What follows belongs to an exercise in optimizing a design on an open flow for small area; a production flow would make more cautious choices.
Only simulation tests tie the RTL to the original design; equivalence was not proved.

==> module CPU, before the edit <==
module CPU(
    input [7:0] Ins,
    input RESET,
    input sCLK,
    output [6:0] SEG1,
    output [6:0] SEG2,
    output [6:0] SEG3,
    output [6:0] SEG4,
    output [6:0] SEG5,
    output [7:0] ADD
    );
	wire [1:0] op = Ins[7:6];
	wire [1:0] rs = Ins[5:4];
	wire [1:0] rt = Ins[3:2];
	wire [1:0] rd = Ins[1:0];
	wire [7:0] imm = {{6{Ins[1]}}, Ins[1:0]};
	wire is_add   = (op == 2'b00);
	wire is_load  = (op == 2'b01);
	wire is_store = (op == 2'b10);
	wire is_jump  = (op == 2'b11);
	reg [7:0] pc;
	wire [7:0] off = is_jump ? {{6{Ins[1] & ~Ins[0]}}, Ins[1] ^ Ins[0], ~Ins[0]} : 8'd1;
	always @(posedge sCLK or posedge RESET)
		if (RESET) pc <= 8'd0;
		else pc <= pc + 8'd1 + (is_jump ? imm : 8'd0);
	assign ADD = pc;
	reg [7:0] r [0:3];
	wire [7:0] A = r[rs];
	wire [7:0] B = r[rt];
	wire [7:0] sum = A + (is_add ? B : imm);
	wire [4:0] addr = sum[4:0];
	reg [7:0] m [0:31];
	reg [31:0] mv;
	wire [7:0] init = addr[4] ? (8'd0 - {4'd0, addr[3:0]}) : {4'd0, addr[3:0]};
	wire [7:0] mrd = mv[addr] ? m[addr] : init;
	always @(posedge sCLK)
		if (is_store) m[addr] <= B;
	integer i;
	always @(posedge sCLK or posedge RESET)
		if (RESET) mv <= 32'd0;
		else if (is_store) mv[addr] <= 1'b1;
	wire [7:0] W = is_load ? mrd : sum;
	wire [1:0] wr = is_load ? rt : rd;
	always @(posedge sCLK or posedge RESET)
		if (RESET) begin
			r[0] <= 8'd0; r[1] <= 8'd0; r[2] <= 8'd0; r[3] <= 8'd0;
		end else if (is_add | is_load)
			r[wr] <= W;
	function [6:0] hex7(input [3:0] h);
		case (h)
			4'h0: hex7 = 7'b0111111; 4'h1: hex7 = 7'b0000110;
			4'h2: hex7 = 7'b1011011; 4'h3: hex7 = 7'b1001111;
			4'h4: hex7 = 7'b1100110; 4'h5: hex7 = 7'b1101101;
			4'h6: hex7 = 7'b1111101; 4'h7: hex7 = 7'b0000111;
			4'h8: hex7 = 7'b1111111; 4'h9: hex7 = 7'b1101111;
			4'hA: hex7 = 7'b1110111; 4'hB: hex7 = 7'b1111100;
			4'hC: hex7 = 7'b0111001; 4'hD: hex7 = 7'b1011110;
			4'hE: hex7 = 7'b1111001; default: hex7 = 7'b1110001;
		endcase
	endfunction
	assign SEG1 = is_store ? 7'b1101101 : is_jump ? 7'b0001110 : hex7(W[7:4]);
	assign SEG2 = is_store ? 7'b1111000 : is_jump ? 7'b0111110 : hex7(W[3:0]);
	assign SEG3 = is_store ? 7'b0111111 : is_jump ? 7'b0110111 : 7'b0000000;
	assign SEG4 = is_store ? 7'b1110000 : is_jump ? 7'b0110111 : 7'b0000000;
	assign SEG5 = is_store ? 7'b1111001 : is_jump ? 7'b1110011 : 7'b0000000;
endmodule
==> flow/config.mk <==
export PLATFORM = sky130hd
export DESIGN_NAME = CPU
export DESIGN_NICKNAME = CPU
export VERILOG_FILES = /design/flow/design.v
export SDC_FILE = /design/flow/constraint.sdc
export NUM_CORES = 4
export LEC_CHECK = 0
export CAP_MARGIN = 20
export CORE_MARGIN = 2
export CORE_UTILIZATION = 70
export GPL_TIMING_DRIVEN = 1
export PLACE_DENSITY = 0.8
export SLEW_MARGIN = 20
==> flow/constraint.sdc <==
create_clock -name core_clock -period 11.0 [get_ports {sCLK}]
set_input_delay 2.2000 -clock core_clock [delete_from_list [all_inputs] [get_ports {sCLK}]]
set_output_delay 2.2000 -clock core_clock [all_outputs]
set_load 0.01 [all_outputs]
standard.sh (not shown) runs the stock make flow with config.mk's settings and CLKGATE_MAP_FILE= SYNTH_SCRIPT=/design/flow/synth_recipe.tcl, a recipe that flattens the netlist after the stock synthesis.
==> flow/flow/run.sh <==
#!/bin/bash
# Own layout flow: the standard synthesis, then the logic between the
# flip-flops re-mapped for area (flow/resynth.tcl, flip-flops untouched), then
# the standard ORFS flow with smaller port and clock buffers.
# Each tool's output goes to a log file of its own in this folder.
set -euo pipefail
HERE=$(pwd)
R=$HERE/orfs/results/sky130hd/CPU/base
CTSBUF=${CTSBUF:-sky130_fd_sc_hd__clkbuf_4}
CTSCL=${CTSCL:--sink_clustering_max_diameter 50 -sink_clustering_size 10}
VARS=(
  "CTS_ARGS=-sink_clustering_enable -repair_clock_nets -dont_use_dummy_load -buf_list $CTSBUF $CTSCL"
  "PRE_RESIZE_TCL=$HERE/flow/pre_resize.tcl"
  "PRE_GLOBAL_PLACE_TCL=$HERE/flow/pre_gpl.tcl"
)
bash standard.sh "${VARS[@]}" synth > make_synth.log 2>&1
cp $R/1_2_yosys.v $HERE/standard_synth.v
printf 'set_driving_cell sky130_fd_sc_hd__buf_1\nset_load 5\n' > $HERE/abc.constr
# Re-map in rounds: each round maps the previous round's netlist with every
# script in flow/area*.abc and keeps the smallest; stop when a round gains nothing.
SCRIPTS="$(ls $HERE/flow/area*.abc | tr '\n' ' ')"
LIB=$FLOW_HOME/platforms/sky130hd/lib/sky130_fd_sc_hd__tt_025C_1v80.lib
prev=$HERE/standard_synth.v
prev_area=1e12
for round in 1 2 3 4; do
  LIB=$LIB IN=$prev OUT=$HERE/resynth_$round.v TOP=$FLOW_TOP \
  ABC_SCRIPTS="$SCRIPTS" ABC_CONSTR=$HERE/abc.constr STAT=$HERE/resynth_stat_$round.txt \
    yosys -c $HERE/flow/resynth.tcl > resynth_$round.log 2>&1
  area=$(sed -n "s/.*Chip area for module '[^']*': *\([0-9.]*\).*/\1/p" $HERE/resynth_stat_$round.txt | tail -1)
  echo "round $round area $area (previous $prev_area)" >> resynth_rounds.log
  if awk -v a="$area" -v b="$prev_area" 'BEGIN{exit !(a < b - 1)}'; then
    prev=$HERE/resynth_$round.v; prev_area=$area
  else
    break
  fi
done
cp $prev $R/1_2_yosys.v
rm -f $R/1_synth.odb $R/1_synth.sdc
bash standard.sh "${VARS[@]}" finish > make_finish.log 2>&1
Other scripts of this flow, unchanged in this note and not shown: flow/flow/area1.abc, flow/flow/area2.abc, flow/flow/area3.abc, flow/flow/area4.abc, flow/flow/area5.abc, flow/flow/area6.abc, flow/flow/area7.abc, flow/flow/area8.abc, flow/flow/area9.abc, flow/flow/pre_gpl.tcl, flow/flow/pre_resize.tcl, flow/flow/resynth.tcl
Next try:
--- a/flow/design.v
+++ b/flow/design.v
@@ -19,9 +19,8 @@
 	wire is_load  = (op == 2'b01);
 	wire is_store = (op == 2'b10);
 	wire is_jump  = (op == 2'b11);
 	reg [7:0] pc;
-	wire [7:0] off = is_jump ? {{6{Ins[1] & ~Ins[0]}}, Ins[1] ^ Ins[0], ~Ins[0]} : 8'd1;
 	always @(posedge sCLK or posedge RESET)
 		if (RESET) pc <= 8'd0;
 		else pc <= pc + 8'd1 + (is_jump ? imm : 8'd0);
 	assign ADD = pc;
@@ -35,9 +34,8 @@
 	wire [7:0] init = addr[4] ? (8'd0 - {4'd0, addr[3:0]}) : {4'd0, addr[3:0]};
 	wire [7:0] mrd = mv[addr] ? m[addr] : init;
 	always @(posedge sCLK)
 		if (is_store) m[addr] <= B;
-	integer i;
 	always @(posedge sCLK or posedge RESET)
 		if (RESET) mv <= 32'd0;
 		else if (is_store) mv[addr] <= 1'b1;
 	wire [7:0] W = is_load ? mrd : sum;
After rerunning:
- final area stays flat
- area after synthesis stays flat
- cell count came out higher by 0.82%
- first-iteration DRC count climbs by 16%
- flip-flop and latch count stays the same


the baseline:
The RTL this note starts from:
==> flow/design.v <==
`timescale 1ns / 1ps
module CPU(
    input [7:0] Ins,
    input RESET,
    input sCLK,
    output [6:0] SEG1,
    output [6:0] SEG2,
    output [6:0] SEG3,
    output [6:0] SEG4,
    output [6:0] SEG5,
    output [7:0] ADD
    );
	wire [1:0] op = Ins[7:6];
	wire [1:0] rs = Ins[5:4];
	wire [1:0] rt = Ins[3:2];
	wire [1:0] rd = Ins[1:0];
	wire [7:0] imm = {{6{Ins[1]}}, Ins[1:0]};
	wire is_add   = (op == 2'b00);
	wire is_load  = (op == 2'b01);
	wire is_store = (op == 2'b10);
	wire is_jump  = (op == 2'b11);
	reg [7:0] pc;
	always @(posedge sCLK or posedge RESET)
		if (RESET) pc <= 8'd0;
		else pc <= pc + 8'd1 + (is_jump ? imm : 8'd0);
	assign ADD = pc;
	reg [7:0] r [0:3];
	wire [7:0] A = r[rs];
	wire [7:0] B = r[rt];
	wire [7:0] sum = A + (is_add ? B : imm);
	wire [4:0] addr = sum[4:0];
	reg [7:0] m [0:31];
	reg [31:0] mv;
	wire [7:0] init = addr[4] ? (8'd0 - {4'd0, addr[3:0]}) : {4'd0, addr[3:0]};
	wire [7:0] mrd = mv[addr] ? m[addr] : init;
	always @(posedge sCLK)
		if (is_store) m[addr] <= B;
	always @(posedge sCLK or posedge RESET)
		if (RESET) mv <= 32'd0;
		else if (is_store) mv[addr] <= 1'b1;
	wire [7:0] W = is_load ? mrd : sum;
	wire [1:0] wr = is_load ? rt : rd;
	always @(posedge sCLK or posedge RESET)
		if (RESET) begin
			r[0] <= 8'd0; r[1] <= 8'd0; r[2] <= 8'd0; r[3] <= 8'd0;
		end else if (is_add | is_load)
			r[wr] <= W;
	function [6:0] hex7(input [3:0] h);
		case (h)
			4'h0: hex7 = 7'b0111111; 4'h1: hex7 = 7'b0000110;
			4'h2: hex7 = 7'b1011011; 4'h3: hex7 = 7'b1001111;
			4'h4: hex7 = 7'b1100110; 4'h5: hex7 = 7'b1101101;
			4'h6: hex7 = 7'b1111101; 4'h7: hex7 = 7'b0000111;
			4'h8: hex7 = 7'b1111111; 4'h9: hex7 = 7'b1101111;
			4'hA: hex7 = 7'b1110111; 4'hB: hex7 = 7'b1111100;
			4'hC: hex7 = 7'b0111001; 4'hD: hex7 = 7'b1011110;
			4'hE: hex7 = 7'b1111001; default: hex7 = 7'b1110001;
		endcase
	endfunction
	assign SEG1 = is_store ? 7'b1101101 : is_jump ? 7'b0001110 : hex7(W[7:4]);
	assign SEG2 = is_store ? 7'b1111000 : is_jump ? 7'b0111110 : hex7(W[3:0]);
	assign SEG3 = is_store ? 7'b0111111 : is_jump ? 7'b0110111 : 7'b0000000;
	assign SEG4 = is_store ? 7'b1110000 : is_jump ? 7'b0110111 : 7'b0000000;
	assign SEG5 = is_store ? 7'b1111001 : is_jump ? 7'b1110011 : 7'b0000000;
endmodule
export LEC_CHECK = 0
export CAP_MARGIN = 20
export CORE_MARGIN = 2
export CORE_UTILIZATION = 70
export GPL_TIMING_DRIVEN = 1
export PLACE_DENSITY = 0.8
export SLEW_MARGIN = 20
create_clock -name core_clock -period 11.0 [get_ports {sCLK}]
==> flow/flow/run.sh <==
#!/bin/bash
# Own layout flow: the standard synthesis, then the logic between the
# flip-flops re-mapped for area (flow/resynth.tcl, flip-flops untouched), then
# the standard ORFS flow with smaller port and clock buffers.
# Each tool's output goes to a log file of its own in this folder.
set -euo pipefail
HERE=$(pwd)
R=$HERE/orfs/results/sky130hd/CPU/base
CTSBUF=${CTSBUF:-sky130_fd_sc_hd__clkbuf_8}
CTSCL=${CTSCL:--sink_clustering_max_diameter 80 -sink_clustering_size 15}
VARS=(
  "CTS_ARGS=-sink_clustering_enable -repair_clock_nets -dont_use_dummy_load -buf_list $CTSBUF $CTSCL"
  "PRE_RESIZE_TCL=$HERE/flow/pre_resize.tcl"
  "PRE_GLOBAL_PLACE_TCL=$HERE/flow/pre_gpl.tcl"
)
bash standard.sh "${VARS[@]}" synth > make_synth.log 2>&1
cp $R/1_2_yosys.v $HERE/standard_synth.v
printf 'set_driving_cell sky130_fd_sc_hd__buf_1\nset_load 5\n' > $HERE/abc.constr
# Re-map in rounds: each round maps the previous round's netlist with every
# script in flow/area*.abc and keeps the smallest; stop when a round gains nothing.
SCRIPTS="$(ls $HERE/flow/area*.abc | tr '\n' ' ')"
LIB=$FLOW_HOME/platforms/sky130hd/lib/sky130_fd_sc_hd__tt_025C_1v80.lib
prev=$HERE/standard_synth.v
prev_area=1e12
for round in 1 2 3 4; do
  LIB=$LIB IN=$prev OUT=$HERE/resynth_$round.v TOP=$FLOW_TOP \
  ABC_SCRIPTS="$SCRIPTS" ABC_CONSTR=$HERE/abc.constr STAT=$HERE/resynth_stat_$round.txt \
    yosys -c $HERE/flow/resynth.tcl > resynth_$round.log 2>&1
  area=$(sed -n "s/.*Chip area for module '[^']*': *\([0-9.]*\).*/\1/p" $HERE/resynth_stat_$round.txt | tail -1)
  echo "round $round area $area (previous $prev_area)" >> resynth_rounds.log
  if awk -v a="$area" -v b="$prev_area" 'BEGIN{exit !(a < b - 1)}'; then
    prev=$HERE/resynth_$round.v; prev_area=$area
  else
    break
  fi
done
cp $prev $R/1_2_yosys.v
rm -f $R/1_synth.odb $R/1_synth.sdc
bash standard.sh "${VARS[@]}" finish > make_finish.log 2>&1
Other scripts of this flow, unchanged in this note and not shown: flow/flow/area1.abc, flow/flow/area2.abc, flow/flow/area3.abc, flow/flow/area4.abc, flow/flow/area5.abc, flow/flow/area6.abc, flow/flow/area7.abc, flow/flow/area8.abc, flow/flow/area9.abc, flow/flow/pre_gpl.tcl, flow/flow/pre_resize.tcl, flow/flow/resynth.tcl
Modified inputs, the candidate compared to the baseline
==> flow/design.v, changed modules only <==
module CPU(
    input [7:0] Ins,
    input RESET,
    input sCLK,
    output [6:0] SEG1,
    output [6:0] SEG2,
    output [6:0] SEG3,
    output [6:0] SEG4,
    output [6:0] SEG5,
    output [7:0] ADD
    );
	wire [1:0] op = Ins[7:6];
	wire [1:0] rs = Ins[5:4];
	wire [1:0] rt = Ins[3:2];
	wire [1:0] rd = Ins[1:0];
	wire [7:0] imm = {{6{Ins[1]}}, Ins[1:0]};
	wire is_add   = (op == 2'b00);
	wire is_load  = (op == 2'b01);
	wire is_store = (op == 2'b10);
	wire is_jump  = (op == 2'b11);
	reg [7:0] pc;
	wire [7:0] off = is_jump ? {{6{Ins[1] & ~Ins[0]}}, Ins[1] ^ Ins[0], ~Ins[0]} : 8'd1;
	always @(posedge sCLK or posedge RESET)
		if (RESET) pc <= 8'd0;
		else pc <= pc + 8'd1 + (is_jump ? imm : 8'd0);
	assign ADD = pc;
	reg [7:0] r [0:3];
	wire [7:0] A = r[rs];
	wire [7:0] B = r[rt];
	wire [7:0] sum = A + (is_add ? B : imm);
	wire [4:0] addr = sum[4:0];
	reg [7:0] m [0:31];
	reg [31:0] mv;
	wire [7:0] init = addr[4] ? (8'd0 - {4'd0, addr[3:0]}) : {4'd0, addr[3:0]};
	wire [7:0] mrd = mv[addr] ? m[addr] : init;
	always @(posedge sCLK)
		if (is_store) m[addr] <= B;
	integer i;
	always @(posedge sCLK or posedge RESET)
		if (RESET) mv <= 32'd0;
		else if (is_store) mv[addr] <= 1'b1;
	wire [7:0] W = is_load ? mrd : sum;
	wire [1:0] wr = is_load ? rt : rd;
	always @(posedge sCLK or posedge RESET)
		if (RESET) begin
			r[0] <= 8'd0; r[1] <= 8'd0; r[2] <= 8'd0; r[3] <= 8'd0;
		end else if (is_add | is_load)
			r[wr] <= W;
	function [6:0] hex7(input [3:0] h);
		case (h)
			4'h0: hex7 = 7'b0111111; 4'h1: hex7 = 7'b0000110;
			4'h2: hex7 = 7'b1011011; 4'h3: hex7 = 7'b1001111;
			4'h4: hex7 = 7'b1100110; 4'h5: hex7 = 7'b1101101;
			4'h6: hex7 = 7'b1111101; 4'h7: hex7 = 7'b0000111;
			4'h8: hex7 = 7'b1111111; 4'h9: hex7 = 7'b1101111;
			4'hA: hex7 = 7'b1110111; 4'hB: hex7 = 7'b1111100;
			4'hC: hex7 = 7'b0111001; 4'hD: hex7 = 7'b1011110;
			4'hE: hex7 = 7'b1111001; default: hex7 = 7'b1110001;
		endcase
	endfunction
	assign SEG1 = is_store ? 7'b1101101 : is_jump ? 7'b0001110 : hex7(W[7:4]);
	assign SEG2 = is_store ? 7'b1111000 : is_jump ? 7'b0111110 : hex7(W[3:0]);
	assign SEG3 = is_store ? 7'b0111111 : is_jump ? 7'b0110111 : 7'b0000000;
	assign SEG4 = is_store ? 7'b1110000 : is_jump ? 7'b0110111 : 7'b0000000;
	assign SEG5 = is_store ? 7'b1111001 : is_jump ? 7'b1110011 : 7'b0000000;
endmodule
--- outcome ---
- Compared the candidate vs the baseline, and routability congestion estimate is up in the candidate.
- Design area essentially unchanged between the candidate and the baseline.
- Global-route met3 utilization was higher in the run labelled the baseline.
- Comparing the baseline with the candidate, the hold buffer count at cts came out essentially unchanged.
- The baseline and the candidate ended up with nearly the same final standard cell utilization of the core.
- Number of global-route vias before repair: the candidate lower than the baseline
- Diff the baseline -> the candidate: area growth from synthesis to final layout level; met1 wire length moved down.

==> afterwards: timing with drivers on the ports <==
In the flow no input, the clock included, has a driving cell. The finished layouts below were timed again as built, in two steps. Step 1, drivers: a clkbuf_16 drives sCLK and a buf_2 each remaining input, both assumed. Step 2 adds t to the input delays and takes it off the output delays; t is the mean of the earliest and latest rising clock arrival at the registers after step 1. Input paths then give back, and output paths get back, about the clock's delay inside the block. Three values: ideal ports, drivers, drivers and shift; two values: the first two.
run | t (ns) | setup WS [ns] | clock arrival spread, ns | cell pins on the clock port's net
the first run of note 1 | 0.665 | 0.677 / 0.653 / 0.653 | 0.124 / 0.125 | 1
the second run of note 1 | 0.696 | 0.558 / 0.537 / 0.537 | 0.085 / 0.085 | 1
the baseline | 0.611 | 0.504 / 0.482 / 0.482 | 0.043 / 0.043 | 1
the candidate | 0.597 | 0.563 / 0.540 / 0.540 | 0.066 / 0.067 | 1
After both steps every run listed still meets setup and hold. The setup slack of the first run of note 1, which loses most, moves by -0.024 ns with the drivers and by -0.024 ns with both steps.
